From an optimization exercise on the open Yosys and OpenROAD flow, aimed at small area; shortcuts taken in it are not production practice.

==> inputs of job 443 <==
Design soc_top, start of the top module:
module soc_top (
    input  wire        clk,
    input  wire        rst,
    input  wire [3:0]  sensor_in,
    input  wire [15:0] y_feedback,
    output wire [15:0] actuator_out
);
    wire [2:0] action_out;
    wire [15:0] ref_val;
    fsm_engine fsm_inst (
        .clk(clk),
        .rst(rst),
        .sensor_in(sensor_in),
        .action_out(action_out)
    );
    assign ref_val = (action_out == 3'b001) ? 16'd1000 :    
                 (action_out == 3'b010) ? -16'd500 :    
                 16'd0;                                 
    pid_controller pid_inst (
        .clk(clk),
        .rst(rst),
        .ref_in(ref_val),
        .y(y_feedback),
        .u_out(actuator_out)
    );
endmodule
export LEC_CHECK = 0
export CAP_MARGIN = 20
export CORE_MARGIN = 2
export CORE_UTILIZATION = 40
export SLEW_MARGIN = 20
create_clock -name core_clock -period 3.0 [get_ports {clk}]
standard.sh (not shown) runs the stock make flow with config.mk's settings and CLKGATE_MAP_FILE= SYNTH_SCRIPT=/design/flow/synth_recipe.tcl, a recipe that flattens the netlist after the stock synthesis.
==> flow/flow/run.sh <==
#!/bin/bash
# Own layout flow: the standard layout (standard.sh, unchanged synthesis)
# with two changes: the port buffers are sky130_fd_sc_hd__buf_1 instead of
# the cell buffer_ports picks by default, and CTS runs without dummy loads.
set -euo pipefail
CTS="-sink_clustering_enable -repair_clock_nets -dont_use_dummy_load"
bash standard.sh "BUFFER_PORTS_ARGS=-buffer_cell sky130_fd_sc_hd__buf_1" "CTS_ARGS=$CTS" finish > make_finish.log 2>&1
==> job 7881 (differences from job 443) <==
--- a/flow/design.v
+++ b/flow/design.v
@@ -158,76 +158,64 @@
     wire u_d_G0_11 = u_d_g11 | (u_d_p11 & u_d_g10);
     wire u_d_P0_11 = u_d_p11 & u_d_p10;
     wire u_d_G0_13 = u_d_g13 | (u_d_p13 & u_d_g12);
     wire u_d_P0_13 = u_d_p13 & u_d_p12;
     wire u_d_G0_15 = u_d_g15 | (u_d_p15 & u_d_g14);
     wire u_d_P0_15 = u_d_p15 & u_d_p14;
-    wire u_d_G1_2 = u_d_g2 | (u_d_p2 & u_d_G0_1);
-    wire u_d_P1_2 = u_d_p2 & u_d_P0_1;
     wire u_d_G1_3 = u_d_G0_3 | (u_d_P0_3 & u_d_G0_1);
     wire u_d_P1_3 = u_d_P0_3 & u_d_P0_1;
-    wire u_d_G1_6 = u_d_g6 | (u_d_p6 & u_d_G0_5);
-    wire u_d_P1_6 = u_d_p6 & u_d_P0_5;
     wire u_d_G1_7 = u_d_G0_7 | (u_d_P0_7 & u_d_G0_5);
     wire u_d_P1_7 = u_d_P0_7 & u_d_P0_5;
-    wire u_d_G1_10 = u_d_g10 | (u_d_p10 & u_d_G0_9);
-    wire u_d_P1_10 = u_d_p10 & u_d_P0_9;
     wire u_d_G1_11 = u_d_G0_11 | (u_d_P0_11 & u_d_G0_9);
     wire u_d_P1_11 = u_d_P0_11 & u_d_P0_9;
-    wire u_d_G1_14 = u_d_g14 | (u_d_p14 & u_d_G0_13);
-    wire u_d_P1_14 = u_d_p14 & u_d_P0_13;
     wire u_d_G1_15 = u_d_G0_15 | (u_d_P0_15 & u_d_G0_13);
     wire u_d_P1_15 = u_d_P0_15 & u_d_P0_13;
-    wire u_d_G2_4 = u_d_g4 | (u_d_p4 & u_d_G1_3);
-    wire u_d_P2_4 = u_d_p4 & u_d_P1_3;
-    wire u_d_G2_5 = u_d_G0_5 | (u_d_P0_5 & u_d_G1_3);
-    wire u_d_P2_5 = u_d_P0_5 & u_d_P1_3;
-    wire u_d_G2_6 = u_d_G1_6 | (u_d_P1_6 & u_d_G1_3);
-    wire u_d_P2_6 = u_d_P1_6 & u_d_P1_3;
     wire u_d_G2_7 = u_d_G1_7 | (u_d_P1_7 & u_d_G1_3);
     wire u_d_P2_7 = u_d_P1_7 & u_d_P1_3;
-    wire u_d_G2_12 = u_d_g12 | (u_d_p12 & u_d_G1_11);
-    wire u_d_P2_12 = u_d_p12 & u_d_P1_11;
-    wire u_d_G2_13 = u_d_G0_13 | (u_d_P0_13 & u_d_G1_11);
-    wire u_d_P2_13 = u_d_P0_13 & u_d_P1_11;
-    wire u_d_G2_14 = u_d_G1_14 | (u_d_P1_14 & u_d_G1_11);
-    wire u_d_P2_14 = u_d_P1_14 & u_d_P1_11;
     wire u_d_G2_15 = u_d_G1_15 | (u_d_P1_15 & u_d_G1_11);
     wire u_d_P2_15 = u_d_P1_15 & u_d_P1_11;
-    wire u_d_G3_8 = u_d_g8 | (u_d_p8 & u_d_G2_7);
-    wire u_d_P3_8 = u_d_p8 & u_d_P2_7;
-    wire u_d_G3_9 = u_d_G0_9 | (u_d_P0_9 & u_d_G2_7);
-    wire u_d_P3_9 = u_d_P0_9 & u_d_P2_7;
-    wire u_d_G3_10 = u_d_G1_10 | (u_d_P1_10 & u_d_G2_7);
-    wire u_d_P3_10 = u_d_P1_10 & u_d_P2_7;
-    wire u_d_G3_11 = u_d_G1_11 | (u_d_P1_11 & u_d_G2_7);
-    wire u_d_P3_11 = u_d_P1_11 & u_d_P2_7;
-    wire u_d_G3_12 = u_d_G2_12 | (u_d_P2_12 & u_d_G2_7);
-    wire u_d_P3_12 = u_d_P2_12 & u_d_P2_7;
-    wire u_d_G3_13 = u_d_G2_13 | (u_d_P2_13 & u_d_G2_7);
-    wire u_d_P3_13 = u_d_P2_13 & u_d_P2_7;
-    wire u_d_G3_14 = u_d_G2_14 | (u_d_P2_14 & u_d_G2_7);
-    wire u_d_P3_14 = u_d_P2_14 & u_d_P2_7;
     wire u_d_G3_15 = u_d_G2_15 | (u_d_P2_15 & u_d_G2_7);
     wire u_d_P3_15 = u_d_P2_15 & u_d_P2_7;
+    wire u_d_G4_11 = u_d_G1_11 | (u_d_P1_11 & u_d_G2_7);
+    wire u_d_P4_11 = u_d_P1_11 & u_d_P2_7;
+    wire u_d_G5_5 = u_d_G0_5 | (u_d_P0_5 & u_d_G1_3);
+    wire u_d_P5_5 = u_d_P0_5 & u_d_P1_3;
+    wire u_d_G5_9 = u_d_G0_9 | (u_d_P0_9 & u_d_G2_7);
+    wire u_d_P5_9 = u_d_P0_9 & u_d_P2_7;
+    wire u_d_G5_13 = u_d_G0_13 | (u_d_P0_13 & u_d_G4_11);
+    wire u_d_P5_13 = u_d_P0_13 & u_d_P4_11;
+    wire u_d_G6_2 = u_d_g2 | (u_d_p2 & u_d_G0_1);
+    wire u_d_P6_2 = u_d_p2 & u_d_P0_1;
+    wire u_d_G6_4 = u_d_g4 | (u_d_p4 & u_d_G1_3);
+    wire u_d_P6_4 = u_d_p4 & u_d_P1_3;
+    wire u_d_G6_6 = u_d_g6 | (u_d_p6 & u_d_G5_5);
+    wire u_d_P6_6 = u_d_p6 & u_d_P5_5;
+    wire u_d_G6_8 = u_d_g8 | (u_d_p8 & u_d_G2_7);
+    wire u_d_P6_8 = u_d_p8 & u_d_P2_7;
+    wire u_d_G6_10 = u_d_g10 | (u_d_p10 & u_d_G5_9);
+    wire u_d_P6_10 = u_d_p10 & u_d_P5_9;
+    wire u_d_G6_12 = u_d_g12 | (u_d_p12 & u_d_G4_11);
+    wire u_d_P6_12 = u_d_p12 & u_d_P4_11;
+    wire u_d_G6_14 = u_d_g14 | (u_d_p14 & u_d_G5_13);
+    wire u_d_P6_14 = u_d_p14 & u_d_P5_13;
     assign u_d[0] = u_d_p0 ^ 1'b0;
     assign u_d[1] = u_d_p1 ^ u_d_g0;
     assign u_d[2] = u_d_p2 ^ u_d_G0_1;
-    assign u_d[3] = u_d_p3 ^ u_d_G1_2;
+    assign u_d[3] = u_d_p3 ^ u_d_G6_2;
     assign u_d[4] = u_d_p4 ^ u_d_G1_3;
-    assign u_d[5] = u_d_p5 ^ u_d_G2_4;
-    assign u_d[6] = u_d_p6 ^ u_d_G2_5;
-    assign u_d[7] = u_d_p7 ^ u_d_G2_6;
+    assign u_d[5] = u_d_p5 ^ u_d_G6_4;
+    assign u_d[6] = u_d_p6 ^ u_d_G5_5;
+    assign u_d[7] = u_d_p7 ^ u_d_G6_6;
     assign u_d[8] = u_d_p8 ^ u_d_G2_7;
-    assign u_d[9] = u_d_p9 ^ u_d_G3_8;
-    assign u_d[10] = u_d_p10 ^ u_d_G3_9;
-    assign u_d[11] = u_d_p11 ^ u_d_G3_10;
-    assign u_d[12] = u_d_p12 ^ u_d_G3_11;
-    assign u_d[13] = u_d_p13 ^ u_d_G3_12;
-    assign u_d[14] = u_d_p14 ^ u_d_G3_13;
-    assign u_d[15] = u_d_p15 ^ u_d_G3_14;
+    assign u_d[9] = u_d_p9 ^ u_d_G6_8;
+    assign u_d[10] = u_d_p10 ^ u_d_G5_9;
+    assign u_d[11] = u_d_p11 ^ u_d_G6_10;
+    assign u_d[12] = u_d_p12 ^ u_d_G4_11;
+    assign u_d[13] = u_d_p13 ^ u_d_G6_12;
+    assign u_d[14] = u_d_p14 ^ u_d_G5_13;
+    assign u_d[15] = u_d_p15 ^ u_d_G6_14;
     always @(posedge clk or posedge rst) begin
         if (rst) begin
             e     <= 16'd0;
             e1    <= 16'd0;
             e2    <= 16'd0;
             e3    <= 16'd0;
==> flow/run.sh (new file) <==
#!/bin/bash
# synth_recipe.tcl (not shown) runs the flow's synth.tcl, then flattens the netlist and writes it again
# the make line also repeats each setting of config.mk as NAME=value (left out here)
make -C /OpenROAD-flow-scripts/flow DESIGN_CONFIG=/design/flow/config.mk WORK_HOME=/design/flow/orfs CLKGATE_MAP_FILE= SYNTH_SCRIPT=/design/flow/synth_recipe.tcl finish
removed: flow/flow/run.sh
removed: flow/standard.sh
==> summary.txt <==
Of job 7881 and job 443, job 443 has the higher register-to-register slack (gap 290 ps). Between job 7881 and job 443, the lower design area is in job 443 (gap 7.5%, measured against job 443). Against job 443, the global-route usage of job 7881 is lower by 1.2 points. Job 7881 finished but failed the layout checks on negative setup slack. Job 443 completed and failed the layout checks on negative setup slack. Utilization: job 7881 is higher than job 443 (3.6 points). Of job 7881 and job 443, job 443 has the higher sequential share of layout area (gap 3.0 points). Of job 7881 and job 443, job 443 has the higher maximum frequency (gap about 9%, measured against job 443).
==> figures <==
	job 7881	job 443
Status	failed layout checks	failed layout checks
Reasons for failing layout checks	negative setup slack	negative setup slack
Detailed Route WL	6440 um	6910 um
Routed via count divided by cell count	4.48	4.56
Part of the cycle the worst path needs	111%	101%
Area share of and/or/nand/nor cells after synthesis	4.05%	4.18%
Count of multi-input gates	174	181
Share of the synthesized area in compound gates (AO/OA/AOI/OAI)	7.75%	8.88%
Synthesized area per cell	12.1 um^2	12.0 um^2
Finished Cell Area	0.00522 mm^2	0.00486 mm^2
Synth Area in Adders	26.0%	24.5%
Post-CTS clock slew at the launch and capture registers of the worst setup and hold paths	90 ps	80 ps
GP Congestion	0.793	0.851
No run of this note included a check of the RTL's function; only the layout flow was run.

[static timing again, ports no longer ideal]
The results above use ideal ports. As a check the final layouts listed here were re-extracted and re-timed, cells and wires unchanged.
Step 1 assumes that a clkbuf_16 drives the clock port and a buf_2 every other input.
Step 2 also shifts input and output timing later by t, the mid clock arrival at the registers, as if the neighbouring blocks saw the same clock.
Slacks: no drivers / after step 1 / after step 2; pairs: no drivers / after step 1.
run	t, ns	setup WS [ns]	worst setup path after step 2	clock arrival spread, ns	slew at the worst register clock pin (ns)
job 443	0.364	-0.027 / -0.027 / -0.027	register to register	0.021 / 0.021	0.08 / 0.08
job 7881	0.371	-0.317 / -0.317 / -0.317	register to register	0.011 / 0.012	0.09 / 0.09
